This is an optimization exercise on Yosys and OpenROAD, whose aim is small area, a short achievable clock period and few clock cycles per item, not a production implementation.
The RTL was checked by simulation tests, not by an equivalence proof against the original design.
No activity file was given, so power comes from the tool's default toggle rates.

==> flow/design.v (excerpt) <==
module SQRTLOG #(parameter NBITS = 20, M = 10, N = 10)
              (input logic clock, reset,
               input logic [1:0] op,
               input logic [NBITS-1:0] data_in,
               output logic done,
               output logic [NBITS-1:0] data_out);
  logic [16:0] w;
  logic [9:0]  f;
  logic [4:0]  ext;
  logic [16:0] r;
  assign f   = w[9:0];
  assign ext = w[14:10];
  assign r   = w;
  logic [1:0]  pr;      
  logic [1:0]  opr;     
  logic [3:0]  cnt;     
  logic [19:0] n16, n8, n4, n2, n1;
  logic [4:0]  lz;
  always_comb begin
    lz[4] = ~|data_in[19:4];
    n16   = lz[4] ? {data_in[3:0], 16'd0} : data_in;
    lz[3] = ~|n16[19:12];
    n8    = lz[3] ? {n16[11:0], 8'd0} : n16;
    lz[2] = ~|n8[19:16];
    n4    = lz[2] ? {n8[15:0], 4'd0} : n8;
    lz[1] = ~|n4[19:18];
    n2    = lz[1] ? {n4[17:0], 2'd0} : n4;
    lz[0] = ~n2[19];
    n1    = lz[0] ? {n2[18:0], 1'b0} : n2;
  end
  logic [9:0] f0;
  assign f0 = n1[18:9];                         
  logic [4:0] lzp;
  always_comb begin
    lzp = 5'd31;
    for (int i = 0; i < 20; i++)
      if (data_in[i]) lzp = 5'(19 - i);
  end
  logic [24:0] a0;
  logic [13:0] t308, t710;
  logic [14:0] te;
  always_comb begin
    case (lzp)
      5'd0: begin te = 15'h0009; t308 = 14'h0ad4; t710 = 14'h18f6; end
      5'd1: begin te = 15'h0008; t308 = 14'h09a0; t710 = 14'h1630; end
      5'd2: begin te = 15'h0007; t308 = 14'h086c; t710 = 14'h136a; end
      5'd3: begin te = 15'h0006; t308 = 14'h0738; t710 = 14'h10a4; end
      5'd4: begin te = 15'h0005; t308 = 14'h0604; t710 = 14'h0dde; end
      5'd5: begin te = 15'h0004; t308 = 14'h04d0; t710 = 14'h0b18; end
      5'd6: begin te = 15'h0003; t308 = 14'h039c; t710 = 14'h0852; end
      5'd7: begin te = 15'h0002; t308 = 14'h0268; t710 = 14'h058c; end
      5'd8: begin te = 15'h0001; t308 = 14'h0134; t710 = 14'h02c6; end
      5'd9: begin te = 15'h0000; t308 = 14'h0000; t710 = 14'h0000; end
      5'd10: begin te = 15'h7fff; t308 = 14'h3ecc; t710 = 14'h3d3a; end
      5'd11: begin te = 15'h7ffe; t308 = 14'h3d98; t710 = 14'h3a74; end
      5'd12: begin te = 15'h7ffd; t308 = 14'h3c64; t710 = 14'h37ae; end
      5'd13: begin te = 15'h7ffc; t308 = 14'h3b30; t710 = 14'h34e8; end
  ...
clock: 8.0 ns
lec_check: 0
cap_margin: 20
core_margin: 2
core_utilization: 40
setup_slack_margin: 3.5
slew_margin: 20
standard.sh (not shown) runs the stock make flow with config.mk's settings and CLKGATE_MAP_FILE= SYNTH_SCRIPT=/design/flow/synth_recipe.tcl, a recipe that flattens the netlist after the stock synthesis.
==> flow/flow/run.sh <==
#!/bin/bash
cp standard.sh standard_sh.log
export BUFFER_PORTS_ARGS="-buffer_cell sky130_fd_sc_hd__buf_2"
bash standard.sh > standard.log 2>&1
The first run completed without violations.
Testbench counts at the start, summed over its fixed seeds: cycles 17,952, ops 1,920.
Then changed:
==> flow/run.sh (new file) <==
#!/bin/bash
# synth_recipe.tcl (not shown) runs the flow's synth.tcl, then flattens the netlist and writes it again
# the make line also repeats each setting of config.mk as NAME=value (left out here)
make -C /OpenROAD-flow-scripts/flow DESIGN_CONFIG=/design/flow/config.mk WORK_HOME=/design/flow/orfs CLKGATE_MAP_FILE= SYNTH_SCRIPT=/design/flow/synth_recipe.tcl finish
Settings changed: CORE_UTILIZATION 40 to 60, PLACE_DENSITY from default to 0.7.
removed: flow/flow/run.sh
removed: flow/standard.sh
=>
- The changed run went through all stages and came out clean
- setup slack improves by 47 ps
- final area climbs by 1.5%
- via count climbs by 3.0%
- clock skew climbs by 3.9 ps
- routed wire length drops by 2.7%
- synthesized area stays the same
- critical path depth climbs by 3
- power is about the same
- sequential share of layout area drops by 0.18 points
- first-iteration DRC count climbs by 2.9%
- synthesized cell count is unchanged

-- static timing again, ports no longer ideal --
How much do the figures lean on ideal ports? The routed layouts below were timed once more, with nothing changed but the port constraints. Step 1 assumes that a clkbuf_16 drives the clock port and a buf_2 every other input. Step 2 times the ports against the registers' clock, not the clock port: input delays grow and output delays shrink by t, the midpoint of the rising clock arrivals with the driver on. Three values: ideal, step 1, step 2; two values: the first two.
| run | t, ns | setup WS [ns] | worst slew at a driven data input, ns |
|---|---|---|---|
| the first run | 0.331 | 3.553 / 3.575 / 3.244 | 0.05 |
| the second run | 0.329 | 3.600 / 3.618 / 3.293 | 0.03 |
After both steps setup and hold are still met in every run listed. The setup slack of the first run, which loses most, moves by +0.022 ns with the drivers and by -0.309 ns with both steps.
